This design comes from an exercise in tuning for small area, a short achievable clock period and few clock cycles per item on the open sky130 flow, not from production work.
In this exercise RTL edits were held to simulation tests only and were not proved equivalent to the original.
The clock input has no modelled driver; a real chip could not lean on it and would need a root buffer or a full tree.
No activity file was given, so power comes from the tool's default toggle rates.

==> job 2168 <==
==> flow/design.v <==
module alu_add16 (input wire [15:0] a, b, input wire cin,
  output wire [15:0] sum, g, p);
  assign g = a & b;
  assign p = a ^ b;
  wire [15:0] g0 = {g[15:1], g[0] | (p[0] & cin)};
  wire [15:0] p0 = p;
  wire [15:0] g1, p1, g2, p2, g3, p3, g4, p4;
  genvar i;
  generate
    for (i = 0; i < 16; i = i + 1) begin : pre
      if (i % 2 == 1) begin
        assign g1[i] = g0[i] | (p0[i] & g0[i-1]);
        assign p1[i] = p0[i] & p0[i-1];
      end else begin
        assign g1[i] = g0[i];
        assign p1[i] = p0[i];
      end
      if (i % 4 >= 2) begin
        assign g2[i] = g1[i] | (p1[i] & g1[(i/4)*4+1]);
        assign p2[i] = p1[i] & p1[(i/4)*4+1];
      end else begin
        assign g2[i] = g1[i];
        assign p2[i] = p1[i];
      end
      if (i % 8 >= 4) begin
        assign g3[i] = g2[i] | (p2[i] & g2[(i/8)*8+3]);
        assign p3[i] = p2[i] & p2[(i/8)*8+3];
      end else begin
        assign g3[i] = g2[i];
        assign p3[i] = p2[i];
      end
      if (i % 16 >= 8) begin
        assign g4[i] = g3[i] | (p3[i] & g3[7]);
        assign p4[i] = p3[i] & p3[7];
      end else begin
        assign g4[i] = g3[i];
        assign p4[i] = p3[i];
      end
    end
  endgenerate
  assign sum = p ^ {g4[14:0], cin};
endmodule
module mproc (input wire clk, reset, input wire [15:0] ins, output wire [15:0] addr,
  output wire halted, wb_en, output wire [2:0] wb_addr, output wire [15:0] wb_data);
  reg [15:0] rf [0:7];
  reg [15:0] pc;
  reg        x_v;       
  reg        x_h;       
  reg        x_sub;     
  reg        x_log;     
  reg        x_or;      
  reg [2:0]  x_d;
  reg [7:0]  x_sa, x_sb;  
  reg        rf_reset;  
  wire       is_alu = ins[15:11] == 5'd0;
  integer i;
  always @(posedge clk) begin
    if (reset) begin
      pc  <= 16'd0;
      x_v <= 1'b0;
      x_h <= 1'b0;
    end else if (!x_h) begin
      pc  <= pc + 16'd1;
      x_v <= is_alu;
      x_h <= !is_alu;
    end
    x_sub <= ins[10:9] == 2'b01;
    x_log <= ins[10];
    x_or  <= ins[9];
    x_d   <= ins[8:6];
    for (i = 0; i < 8; i = i + 1) begin
      x_sa[i] <= ins[2:0] == i;
      x_sb[i] <= ins[5:3] == i;
    end
    rf_reset <= reset;
  end
  reg [15:0] va, vb0;
  always @(*) begin
    va  = 16'd0;
    vb0 = 16'd0;
    for (i = 0; i < 8; i = i + 1) begin
      va  = va  | ({16{x_sa[i]}} & rf[i]);
      vb0 = vb0 | ({16{x_sb[i]}} & rf[i]);
    end
  end
  wire [15:0] vb = vb0 ^ {16{x_sub}};
  wire [15:0] sum, g, p;
  alu_add16 add (va, vb, x_sub, sum, g, p);
  wire [15:0] res = x_log ? (x_or ? (g | p) : g) : sum;
  wire [15:0] wd0 = res | {16{rf_reset}};
  wire [15:0] wdx = res & ~{16{rf_reset}};
  always @(posedge clk) begin
    if (rf_reset | (x_v & x_d == 3'd0)) rf[0] <= wd0;
    for (i = 1; i < 8; i = i + 1)
      if (rf_reset | (x_v & x_d == i)) rf[i] <= wdx;
  end
  reg        wb_en_r, halted_r;
  reg [2:0]  wb_addr_r;
  reg [15:0] wb_data_r;
  always @(posedge clk) begin
    wb_en_r   <= x_v & !reset;
    halted_r  <= x_h & !reset;
    wb_addr_r <= x_d;
    wb_data_r <= res;
  end
  assign addr    = pc;
  assign halted  = halted_r;
  assign wb_en   = wb_en_r;
  assign wb_addr = wb_addr_r;
  assign wb_data = wb_data_r;
endmodule
==> flow/flow/run.sh <==
#!/bin/bash
# The standard layout with four changes to how it is made:
#  - synthesis is the standard flow's own script with abc mapping for area
#    (flow/mysynth.tcl, flow/abc_area.script), and adders are left to abc
#    (no full/half-adder cells, which are slow);
#  - ports are buffered with buf_2 rather than a delay-cell buffer;
#  - the clock tree is built by flow/mytree.tcl (two balanced levels of
#    clkbuf_16: 4 roots on the clock port, 12 leaves) instead of TritonCTS,
#    for a shorter clock insertion delay;
#  - timing repair works until the setup slack is at least SETUP_SLACK_MARGIN.
# Each tool's output goes to standard_flow.log (and ORFS's own logs under orfs/logs).
set -euo pipefail
bash standard.sh SYNTH_SCRIPT="$PWD/flow/mysynth.tcl" ADDER_MAP_FILE= SETUP_SLACK_MARGIN=8.8 \
  'BUFFER_PORTS_ARGS=-buffer_cell sky130_fd_sc_hd__buf_2' \
  PRE_CTS_TCL="$PWD/flow/mytree.tcl" finish > standard_flow.log 2>&1
==> flow/flow/abc_area.script <==
strash
dch
map -D 1700
topo
stime -c
==> flow/flow/mysynth.tcl <==
# The standard synthesis script (synth_recipe.tcl) with one change: abc
# maps with flow/abc_area.script (area-oriented mapping) instead of ORFS's.
set mysynth_abc_script [file join [file dirname [file normalize [info script]]] abc_area.script]
proc synth {args} { yosys synth -nofsm -noshare {*}$args }
proc abc {args} {
  set i [lsearch -exact $args -script]
  if {$i >= 0} { lset args [expr {$i+1}] $::mysynth_abc_script }
  yosys abc {*}$args
}
source $::env(SCRIPTS_DIR)/synth.tcl
# left out here: clear keep_hierarchy, flatten, clean up, hide names made inside functions, write 1_2_yosys.v
==> flow/flow/mytree.tcl <==
# A shallow clock tree built by hand: the register clock pins are split into
# NLEAF clusters (k-means on their locations), each driven by one leaf
# buffer at its centre; the leaf buffers are split the same way into NROOT
# groups, each driven by one root buffer, which the clock port drives.
proc mytree_kmeans { pts k } {
  # pts: list of {x y}; returns {assign centroids}
  set n [llength $pts]
  set order [lsort -real -index 0 $pts]
  set cent {}
  for {set c 0} {$c < $k} {incr c} {
    lappend cent [lindex $order [expr {int(($c+0.5)*$n/$k)}]]
  }
  for {set iter 0} {$iter < 50} {incr iter} {
    set sum [lrepeat $k {0 0 0}]
    set assign {}
    foreach p $pts {
      lassign $p x y
      set best 0; set bd 1e30
      for {set c 0} {$c < $k} {incr c} {
        lassign [lindex $cent $c] cx cy
        set d [expr {($x-$cx)*($x-$cx)+($y-$cy)*($y-$cy)}]
        if {$d < $bd} { set bd $d; set best $c }
      }
      lappend assign $best
      lassign [lindex $sum $best] sx sy sc
      lset sum $best [list [expr {$sx+$x}] [expr {$sy+$y}] [expr {$sc+1}]]
    }
    for {set c 0} {$c < $k} {incr c} {
      lassign [lindex $sum $c] sx sy sc
      if {$sc > 0} { lset cent $c [list [expr {$sx/double($sc)}] [expr {$sy/double($sc)}]] }
    }
  }
  return [list $assign $cent]
}

proc mytree_add_buf { block master name in_net cx cy } {
  set inst [odb::dbInst_create $block $master $name]
  set net [odb::dbNet_create $block "${name}_net"]
  $net setSigType CLOCK
  [$inst findITerm A] connect $in_net
  [$inst findITerm X] connect $net
  $inst setLocation [expr {int($cx)}] [expr {int($cy)}]
  $inst setPlacementStatus PLACED
  return $net
}

proc mytree_build { nleaf nroot leafcell rootcell } {
  set block [ord::get_db_block]
  set clk_net [[[$block findBTerm clk] getNet] getName]
  set clk_net [$block findNet $clk_net]
  set iterms [$clk_net getITerms]
  set pts {}
  foreach it $iterms {
    set bb [[$it getInst] getBBox]
    lappend pts [list [expr {([$bb xMin]+[$bb xMax])/2.0}] [expr {([$bb yMin]+[$bb yMax])/2.0}]]
  }
  lassign [mytree_kmeans $pts $nleaf] la lc
  # disconnect the sinks first
  foreach it $iterms { $it disconnect }
  set rootnets {}
  if {$nroot > 0} {
    lassign [mytree_kmeans $lc $nroot] ra rc
    set rm [[ord::get_db] findMaster $rootcell]
    for {set r 0} {$r < $nroot} {incr r} {
      lassign [lindex $rc $r] cx cy
      lappend rootnets [mytree_add_buf $block $rm "mytree_root_$r" $clk_net $cx $cy]
    }
  }
  set lm [[ord::get_db] findMaster $leafcell]
  set leafnets {}
  for {set c 0} {$c < $nleaf} {incr c} {
    lassign [lindex $lc $c] cx cy
    set in $clk_net
    if {$nroot > 0} { set in [lindex $rootnets [lindex $ra $c]] }
    lappend leafnets [mytree_add_buf $block $lm "mytree_leaf_$c" $in $cx $cy]
  }
  set cnt [lrepeat $nleaf 0]
  foreach it $iterms c $la {
    $it connect [lindex $leafnets $c]
    lset cnt $c [expr {[lindex $cnt $c]+1}]
  }
  puts "mytree: [llength $iterms] sinks over $nleaf leaves ([join $cnt /]), $nroot roots"
}

# Used as ORFS's PRE_CTS_TCL hook: build the tree here, then let the CTS
# step's clock_tree_synthesis call only switch to propagated clocks; the
# rest of the step (timing repair, detailed placement) runs as usual.
mytree_build 12 4 sky130_fd_sc_hd__clkbuf_16 sky130_fd_sc_hd__clkbuf_16
rename clock_tree_synthesis mytree_unused_cts
proc clock_tree_synthesis { args } {
  puts "clock_tree_synthesis replaced by the hand-built tree (mytree.tcl)"
  set_propagated_clock [all_clocks]
}
==> flow/standard.sh <==
#!/bin/bash
# synth_recipe.tcl (not shown) runs the flow's synth.tcl, then flattens the netlist and writes it again
# the make line also repeats each setting of config.mk as NAME=value (left out here)
make -C /OpenROAD-flow-scripts/flow DESIGN_CONFIG=/design/flow/config.mk WORK_HOME=/design/flow/orfs CLKGATE_MAP_FILE= SYNTH_SCRIPT=/design/flow/synth_recipe.tcl "${@:-finish}"
==> flow/config.mk <==
export PLATFORM = sky130hd
export DESIGN_NAME = mproc
export DESIGN_NICKNAME = mproc
export VERILOG_FILES = /design/flow/design.v
export SDC_FILE = /design/flow/constraint.sdc
export NUM_CORES = 4
export LEC_CHECK = 0
export ABC_AREA = 1
export CAP_MARGIN = 20
export CORE_MARGIN = 2
export CORE_UTILIZATION = 40
export SLEW_MARGIN = 20
==> flow/constraint.sdc <==
create_clock -name core_clock -period 12.0 [get_ports {clk}]
set_input_delay 2.4000 -clock core_clock [delete_from_list [all_inputs] [get_ports {clk}]]
set_output_delay 2.4000 -clock core_clock [all_outputs]
set_load 0.01 [all_outputs]
==> job 3150: changes against job 2168 <==
==> flow/flow/run.sh (replaced) <==
#!/bin/bash
# The standard layout with three changes to how it is made:
#  - adders are left to abc (no full/half-adder cells, which are slow);
#  - ports are buffered with buf_2 rather than a delay-cell buffer;
#  - timing repair works until the setup slack is at least SETUP_SLACK_MARGIN.
# Each tool's output goes to standard_flow.log (and ORFS's own logs under orfs/logs).
set -euo pipefail
bash standard.sh ADDER_MAP_FILE= SETUP_SLACK_MARGIN=8.7 \
  'BUFFER_PORTS_ARGS=-buffer_cell sky130_fd_sc_hd__buf_2' finish > standard_flow.log 2>&1
Settings changed: ABC_AREA 1 to unset.
removed: flow/flow/abc_area.script
removed: flow/flow/mysynth.tcl
removed: flow/flow/mytree.tcl
==> job 9316: changes against job 2168 <==
==> flow/flow/run.sh (replaced) <==
#!/bin/bash
# The standard layout with four changes to how it is made:
#  - adders are left to abc (no full/half-adder cells, which are slow);
#  - ports are buffered with buf_2 rather than a delay-cell buffer;
#  - the clock tree is built by flow/mytree.tcl (two balanced levels of
#    clkbuf_16: 4 roots on the clock port, 12 leaves) instead of TritonCTS,
#    for a shorter clock insertion delay;
#  - timing repair works until the setup slack is at least SETUP_SLACK_MARGIN.
# Each tool's output goes to standard_flow.log (and ORFS's own logs under orfs/logs).
set -euo pipefail
bash standard.sh ADDER_MAP_FILE= SETUP_SLACK_MARGIN=8.8 \
  'BUFFER_PORTS_ARGS=-buffer_cell sky130_fd_sc_hd__buf_2' \
  PRE_CTS_TCL="$PWD/flow/mytree.tcl" finish > standard_flow.log 2>&1
removed: flow/flow/abc_area.script
removed: flow/flow/mysynth.tcl
==> notes.md <==
Global-route usage: job 3150 is higher than job 2168 (0.90 points).
Clock power: job 9316 is smaller than job 3150 (about 22%).
In job 9316 the design area is lower than in job 3150, by about 6.6%.
The highest via count belongs to job 9316, the lowest to job 2168.
Testbench counts of job 2168, summed over its fixed seeds: cycles 29,394, instrs 28,434.
Testbench counts of job 3150, summed over its fixed seeds: cycles 29,394, instrs 28,434.
Testbench counts of job 9316, summed over its fixed seeds: cycles 29,394, instrs 28,434.
In job 2168 and job 9316 the design's own scripts or RTL, not TritonCTS, make the clock network.

==> what the ideal ports hide <==
No port has a modelled driver above. Below, the same layouts with a new extraction and two added sets of constraints. Step 1 sets driving cells, clkbuf_16 on the clock port and buf_2 on the other inputs (assumed; they add their load-dependent delay and slew). Step 2 adds t to the input delays and takes it off the output delays; t is the mean of the earliest and latest rising clock arrival at the registers after step 1. Input paths then give back, and output paths get back, about the clock's delay inside the block. a / b / c = ideal ports / drivers / drivers and shift; a / b = the first two.
run | shift t [ns] | slack for setup (ns) | worst setup path after step 2 | worst data-port slew with drivers (ns)
job 2168 | 0.378 | 8.825 / 8.728 / 8.596 | input to register | 0.03
job 3150 | 0.488 | 8.425 / 8.425 / 8.425 | register to register | 0.03
job 9316 | 0.373 | 8.837 / 8.742 / 8.765 | input to register | 0.03
After both steps setup and hold are still met in every run listed. The setup slack of job 2168, which loses most, moves by -0.097 ns with the drivers and by -0.229 ns with both steps.
